What follows belongs to an exercise in optimizing a design on an open flow for small area; a production flow would make more cautious choices. Where RTL was checked, it was by simulation tests only, not by an equivalence proof against the original. Power is estimated from default activity; no workload was simulated.

==> 12-14 <==
==> flow/design.v <==
module uart_rx (
    input        clk,
    input        rst_n,
    input        rx,
    input  [2:0] sel,        
    output       wbit,
    output       valid,      
    output       shift_en    
);
    localparam [3:0] STOP  = 4'b0000,
                     VALID = 4'b0001,   
                     IDLE  = 4'b0011,
                     START = 4'b0111;   
    reg [3:0] ph;
    reg       ta;
    reg [2:0] tb;
    reg [4:0] tc;
    reg [7:0] rx_shift;
    wire idle  = ~ph[3] & ~ph[2] & ph[0];    
    wire start = ~ph[3] & ph[2];
    wire stop  = ~ph[3] & ~ph[0] & ~ph[2];
    wire term  = ta & (&tb) & (&tc);
    assign valid    = (ph == VALID);
    assign shift_en = ph[3] & term;
    assign wbit     = rx_shift[sel];
    always @(posedge clk or negedge rst_n) begin
        if (!rst_n)
            ph <= IDLE;
        else if (idle)
            ph <= rx ? IDLE : START;
        else if (term) begin
            if (start)
                ph <= rx ? IDLE : ph + 4'd1;
            else if (stop)
                ph <= rx ? VALID : IDLE;
            else
                ph <= ph + 4'd1;
        end
    end
    always @(posedge clk) begin
        if (idle) begin
            ta <= 1'b0;
            tb <= 3'b111;
            tc <= 5'b11111;
        end else begin
            ta <= ~ta;
            tb <= {tb[1:0], tb[2] ^ tb[1]};
            tc <= {tc[3:0], tc[4] ^ tc[2]};
        end
        if (shift_en)
            rx_shift <= {rx, rx_shift[7:1]};
    end
endmodule
module uart_tx (
    input        clk,
    input        rst_n,
    input        start,      
    input        cap,        
    input        din,
    output [2:0] bsel,
    output reg   frame,
    output reg   tx
);
    reg       ta;
    reg [2:0] tb;
    reg [4:0] tc;
    reg [3:0] ph;            
    reg       nb;
    wire tick = frame & ta & (&tb) & (&tc);
    assign bsel = ph[2:0];
    always @(posedge clk) begin
        if (!frame) begin
            ta <= 1'b0;
            tb <= 3'b011;
            tc <= 5'b01111;
            ph <= 4'd15;
        end else begin
            ta <= ~ta;
            tb <= {tb[1:0], tb[2] ^ tb[1]};
            tc <= {tc[3:0], tc[4] ^ tc[2]};
            if (tick)
                ph <= ph + 4'd1;
        end
        if (cap)
            nb <= din;
    end
    always @(posedge clk or negedge rst_n) begin
        if (!rst_n) begin
            frame <= 1'b0;
            tx    <= 1'b1;
        end else begin
            if (start)
                frame <= 1'b1;
            else if (tick && ph == 4'd9)
                frame <= 1'b0;
            if (tick)
                tx <= ph[3] ? ~ph[2] : nb;
        end
    end
endmodule
module uart_string_loopback (
    input  wire clk,
    input  wire rst_n,
    input  wire rx,
    output wire tx
);
reg  [255:0] ring;
reg  [7:0]   cnt;
reg  [4:0]   write_ptr;
reg  [4:0]   read_ptr;
reg          acc;            
wire       wbit, valid, shift_en, frame;
wire [2:0] bsel;
function [4:0] nxt(input [4:0] p);
    nxt = p + 5'd1;
endfunction
wire [4:0] wp_next = nxt(write_ptr);
wire full   = wp_next == read_ptr;
wire empty  = write_ptr == read_ptr;
wire start  = ~frame & ~empty;
wire wen    = acc & (cnt[7:3] == write_ptr);
wire din    = wen ? wbit : ring[255];
wire cap    = cnt == {read_ptr, bsel};
uart_rx uart_rx_inst (
    .clk(clk),
    .rst_n(rst_n),
    .rx(rx),
    .sel(cnt[2:0]),
    .wbit(wbit),
    .valid(valid),
    .shift_en(shift_en)
);
uart_tx uart_tx_inst (
    .clk(clk),
    .rst_n(rst_n),
    .start(start),
    .cap(cap),
    .din(din),
    .bsel(bsel),
    .frame(frame),
    .tx(tx)
);
always @(posedge clk) begin
    ring <= {ring[254:0], din};
    cnt  <= {cnt[6:0], cnt[7] ^ cnt[5] ^ cnt[4] ^ cnt[3] ^ (cnt[6:0] == 7'd0)};
    if (valid && !full)
        acc <= 1'b1;
    else if (shift_en)
        acc <= 1'b0;
end
always @(posedge clk or negedge rst_n) begin
    if (!rst_n) begin
        write_ptr <= 5'd0;
        read_ptr  <= 5'd0;
    end else begin
        if (valid && !full)
            write_ptr <= wp_next;
        if (start)
            read_ptr <= nxt(read_ptr);
    end
end
endmodule
==> flow/flow/run.sh <==
#!/bin/bash
# Own layout flow: the standard synthesis, its logic remapped for area (the
# flip-flops untouched), then the standard layout of that netlist. Each tool
# writes its own log here.
set -euo pipefail
W=$PWD
F=$W/flow
LIB=$FLOW_HOME/platforms/sky130hd/lib/sky130_fd_sc_hd__tt_025C_1v80.lib
R=orfs/results/$FLOW_PLATFORM/uart_string_loopback/base

bash standard.sh synth > log_synth.log 2>&1
cp $R/1_2_yosys.v std_synth.v

# remap, then prove the remapped netlist equal to the standard one; keep the
# standard netlist if either step fails
python3 $F/mkmap.py $LIB std_synth.v std_map.v > log_mkmap.log 2>&1
NET=$W/std_synth.v
if RS_LIB=$LIB RS_IN=std_synth.v RS_TOP=$FLOW_TOP RS_MAP=std_map.v RS_ABC=$F/area.abc \
     RS_OUT=resynth.v yosys -c $F/resynth.tcl > log_resynth.log 2>&1 \
   && python3 $F/mkmap.py $LIB resynth.v resynth_map.v > log_mkmap2.log 2>&1 \
   && RS_LIB=$LIB RS_IN=std_synth.v RS_OUT=resynth.v RS_TOP=$FLOW_TOP RS_MAP=std_map.v \
     RS_MAP2=resynth_map.v RS_FFMAP=$F/ffmap.v yosys -c $F/equiv.tcl > log_equiv.log 2>&1; then
  NET=$W/resynth.v
fi
echo "netlist: $NET"

mv orfs orfs_std
ARGS=("SYNTH_NETLIST_FILES=$NET")
if [[ -f $F/cts_args ]]; then
  ARGS+=("CTS_ARGS=$(cat $F/cts_args)")
fi
if [[ -f $F/make_args ]]; then
  while IFS= read -r line; do
    [[ -n $line ]] && ARGS+=("$line")
  done < $F/make_args
fi
bash standard.sh "${ARGS[@]}" finish > log_layout.log 2>&1
test -f out/final.def
==> flow/flow/area.abc <==
strash
&get -n
&st
&deepsyn -T 20
&nf -a -R 1000
&put
topo
dnsize
==> flow/flow/cts_args <==
-sink_clustering_enable -repair_clock_nets -dont_use_dummy_load -buf_list sky130_fd_sc_hd__clkbuf_4 -sink_clustering_size 12 -sink_clustering_max_diameter 40
==> flow/flow/equiv.tcl <==
# Prove the remapped netlist does what the standard one does. Both netlists are
# turned into plain logic and flip-flops, which pair by name.
yosys -import
set lib $::env(RS_LIB)
foreach {net map name} [list $::env(RS_IN) $::env(RS_MAP) gold $::env(RS_OUT) $::env(RS_MAP2) gate] {
  yosys design -reset
  read_verilog $net
  read_verilog $map
  read_verilog $::env(RS_FFMAP)
  hierarchy -top $::env(RS_TOP)
  flatten
  yosys proc
  async2sync
  opt_clean
  yosys rename -hide w:_*
  yosys rename $::env(RS_TOP) $name
  yosys design -stash $name
}
yosys design -reset
yosys design -copy-from gold -as gold gold
yosys design -copy-from gate -as gate gate
equiv_make gold gate equiv
hierarchy -top equiv
equiv_simple -seq 2
equiv_induct
equiv_status -assert
==> flow/flow/ffmap.v <==
module sky130_fd_sc_hd__dfxtp_1 (CLK, D, Q);
  input CLK, D; output reg Q;
  always @(posedge CLK) Q <= D;
endmodule
module sky130_fd_sc_hd__edfxtp_1 (CLK, D, DE, Q);
  input CLK, D, DE; output reg Q;
  always @(posedge CLK) if (DE) Q <= D;
endmodule
module sky130_fd_sc_hd__dfrtp_1 (CLK, D, RESET_B, Q);
  input CLK, D, RESET_B; output reg Q;
  always @(posedge CLK or negedge RESET_B) if (!RESET_B) Q <= 1'b0; else Q <= D;
endmodule
module sky130_fd_sc_hd__dfstp_2 (CLK, D, SET_B, Q);
  input CLK, D, SET_B; output reg Q;
  always @(posedge CLK or negedge SET_B) if (!SET_B) Q <= 1'b1; else Q <= D;
endmodule
==> flow/flow/make_args <==
BUFFER_PORTS_ARGS=-buffer_cell sky130_fd_sc_hd__buf_1
==> flow/flow/mkmap.py <==
#!/usr/bin/env python3
"""Write a Yosys techmap file that turns each combinational standard cell used in a
netlist into plain logic (its Liberty function), so ABC can map that logic again.
usage: mkmap.py LIB NETLIST OUT"""
import re, sys

lib, netlist, out = sys.argv[1:4]
used = set(re.findall(r'^\s*(sky130_fd_sc_hd__\w+)\s', open(netlist).read(), re.M))

text = open(lib).read()
cells = {}
for m in re.finditer(r'\n\s*cell\s*\(\s*"?(\w+)"?\s*\)\s*\{', text):
    name = m.group(1)
    # find the matching brace
    i = m.end(); depth = 1
    while depth:
        c = text[i]
        if c == '{': depth += 1
        elif c == '}': depth -= 1
        i += 1
    cells[name] = text[m.end():i]

def conv(f):
    f = f.replace('!', '~')
    # liberty allows space as AND between operands; sky130 uses explicit &
    return f

lines = []
for name in sorted(used):
    body = cells.get(name)
    if body is None or re.search(r'\b(ff|latch|statetable)\s*\(', body):
        continue
    pins = []
    for pm in re.finditer(r'\n\s*pin\s*\(\s*"?(\w+)"?\s*\)\s*\{', body):
        j = pm.end(); depth = 1
        while depth:
            c = body[j]
            if c == '{': depth += 1
            elif c == '}': depth -= 1
            j += 1
        pb = body[pm.end():j]
        d = re.search(r'direction\s*:\s*"?(\w+)"?', pb)
        f = re.search(r'\bfunction\s*:\s*"([^"]*)"', pb)
        pins.append((pm.group(1), d.group(1) if d else None, f.group(1) if f else None))
    outs = [p for p in pins if p[1] == 'output']
    if not outs or any(p[2] is None for p in outs):
        continue
    ins = [p for p in pins if p[1] == 'input']
    ports = [p[0] for p in ins] + [p[0] for p in outs]
    lines.append(f'module {name} ({", ".join(ports)});')
    for p in ins:
        lines.append(f'  input {p[0]};')
    for p in outs:
        lines.append(f'  output {p[0]};')
        lines.append(f'  assign {p[0]} = {conv(p[2])};')
    lines.append('endmodule')
open(out, 'w').write('\n'.join(lines) + '\n')
==> flow/flow/resynth.tcl <==
# Map the standard synthesis's logic again, for area. The flip-flops stay as
# they are, with their names and cell types; only the cells between them are
# turned back into plain logic (mkmap.py's map) and mapped again by ABC.
yosys -import
set lib $::env(RS_LIB)
read_liberty -lib $lib
read_verilog $::env(RS_IN)
hierarchy -top $::env(RS_TOP)
techmap -map $::env(RS_MAP)
techmap
opt -purge
abc -liberty $lib -dont_use *lpflow* -dont_use *probe* -script $::env(RS_ABC)
opt_clean -purge
hilomap -singleton -hicell sky130_fd_sc_hd__conb_1 HI -locell sky130_fd_sc_hd__conb_1 LO
splitnets
opt_clean -purge
insbuf -buf sky130_fd_sc_hd__buf_1 A X
stat -liberty $lib
write_verilog -noattr -noexpr -nohex -nodec $::env(RS_OUT)
==> flow/standard.sh <==
#!/bin/bash
# synth_recipe.tcl (not shown) runs the flow's synth.tcl, then flattens the netlist and writes it again
# the make line also repeats each setting of config.mk as NAME=value (left out here)
make -C /OpenROAD-flow-scripts/flow DESIGN_CONFIG=/design/flow/config.mk WORK_HOME=/design/flow/orfs CLKGATE_MAP_FILE= SYNTH_SCRIPT=/design/flow/synth_recipe.tcl "${@:-finish}"
==> flow/config.mk <==
export PLATFORM = sky130hd
export DESIGN_NAME = uart_string_loopback
export DESIGN_NICKNAME = uart_string_loopback
export VERILOG_FILES = /design/flow/design.v
export SDC_FILE = /design/flow/constraint.sdc
export NUM_CORES = 4
export LEC_CHECK = 0
export CAP_MARGIN = 20
export CORE_MARGIN = 2
export CORE_UTILIZATION = 60
export SLEW_MARGIN = 20
==> flow/constraint.sdc <==
create_clock -name core_clock -period 20.0 [get_ports {clk}]
set_input_delay 4.0000 -clock core_clock [delete_from_list [all_inputs] [get_ports {clk}]]
set_output_delay 4.0000 -clock core_clock [all_outputs]
set_load 0.01 [all_outputs]
==> 10-19 (differences from 12-14) <==
--- a/flow/design.v
+++ b/flow/design.v
@@ -114,3 +114,3 @@
 function [4:0] nxt(input [4:0] p);
-    nxt = p + 5'd1;
+    nxt = {p[3:0], p[4] ^ p[2] ^ (p[3:0] == 4'd0)};
 endfunction
==> flow/run.sh (new file) <==
#!/bin/bash
# synth_recipe.tcl (not shown) runs the flow's synth.tcl, then flattens the netlist and writes it again
# the make line also repeats each setting of config.mk as NAME=value (left out here)
make -C /OpenROAD-flow-scripts/flow DESIGN_CONFIG=/design/flow/config.mk WORK_HOME=/design/flow/orfs CLKGATE_MAP_FILE= SYNTH_SCRIPT=/design/flow/synth_recipe.tcl finish
- CORE_UTILIZATION: 60 -> 40
removed: flow/flow/run.sh
removed: flow/flow/area.abc
removed: flow/flow/cts_args
removed: flow/flow/equiv.tcl
removed: flow/flow/ffmap.v
removed: flow/flow/make_args
removed: flow/flow/mkmap.py
removed: flow/flow/resynth.tcl
removed: flow/standard.sh
==> comparison table <==
Core footprint: 10-19 18770 sq um; 12-14 11960 sq um
Area delta synth->final: 10-19 13.51%; 12-14 6.159%
Min Tclk post-route: 10-19 5578 ps; 12-14 5193 ps
Yosys synthesis warning count: 10-19 3; 12-14 0
Violation count after the first detailed-route iteration: 10-19 177; 12-14 156
Headroom to the max-slew limit: 10-19 47.23%; 12-14 43.84%
F_max: 10-19 0.1793 GHz; 12-14 0.1926 GHz
Routed len/inst: 10-19 11.60 microns; 12-14 12.63 microns
Instance area at placement: 10-19 7908 sq um; 12-14 7508 sq um
Die outline area: 10-19 20300 sq um; 12-14 13090 sq um
Clkbuf count: 10-19 41; 12-14 34
IR drop worst, VDD: 10-19 0.07282 mV; 12-14 0.07598 mV
R2R Setup Slk: 10-19 18090 ps; 12-14 17540 ps
Final Hold Slack: 10-19 321.7 ps; 12-14 269.3 ps
Post-detail-place hpwl: 10-19 4.851 mm; 12-14 4.518 mm
Outcome: 10-19 timing/DRC/antenna clean; 12-14 timing/DRC/antenna clean
Worst hold start: 10-19 ring[79]$_DFF_P_; 12-14 ring[163]$_DFF_P_
Portion of the layout cell area used by non-clock buffers: 10-19 0.3449%; 12-14 0.1450%
Endpoint with the worst hold slack: 10-19 ring[80]$_DFF_P_; 12-14 ring[164]$_DFF_P_
Metal-1 WL: 10-19 4.677 mm; 12-14 4.447 mm
Arrival @ worst endpoint: 10-19 1580 ps; 12-14 1190 ps
Met3 layer wire length in the routed design: 10-19 389 microns; 12-14 420 microns
Via-to-Cell Ratio: 10-19 4.214; 12-14 4.816
Internal portion of total power: 10-19 0.8886 mW; 12-14 0.7042 mW
The RTL of 12-14 was laid out without a check of its function.

-- port drivers added, routing unchanged --
In the flow no input, the clock included, has a driving cell. The finished layouts below were timed again as built, in two steps.
Step 1 assumes that a clkbuf_16 drives the clock port and a buf_2 every other input.
Step 2 adds t to the input delays and takes it off the output delays; t is the mean of the earliest and latest rising clock arrival at the registers after step 1. Input paths then give back, and output paths get back, about the clock's delay inside the block.
Three values: ideal ports, drivers, drivers and shift; two values: the first two.
run	t (ns)	setup WS [ns]	clock arrival spread, ns	worst register clock-pin slew, ns
12-14	0.565	14.807 / 14.776 / 15.237	0.061 / 0.060	0.11 / 0.11
10-19	0.542	14.422 / 14.383 / 14.751	0.011 / 0.011	0.06 / 0.06
After both steps every run listed still meets setup and hold.
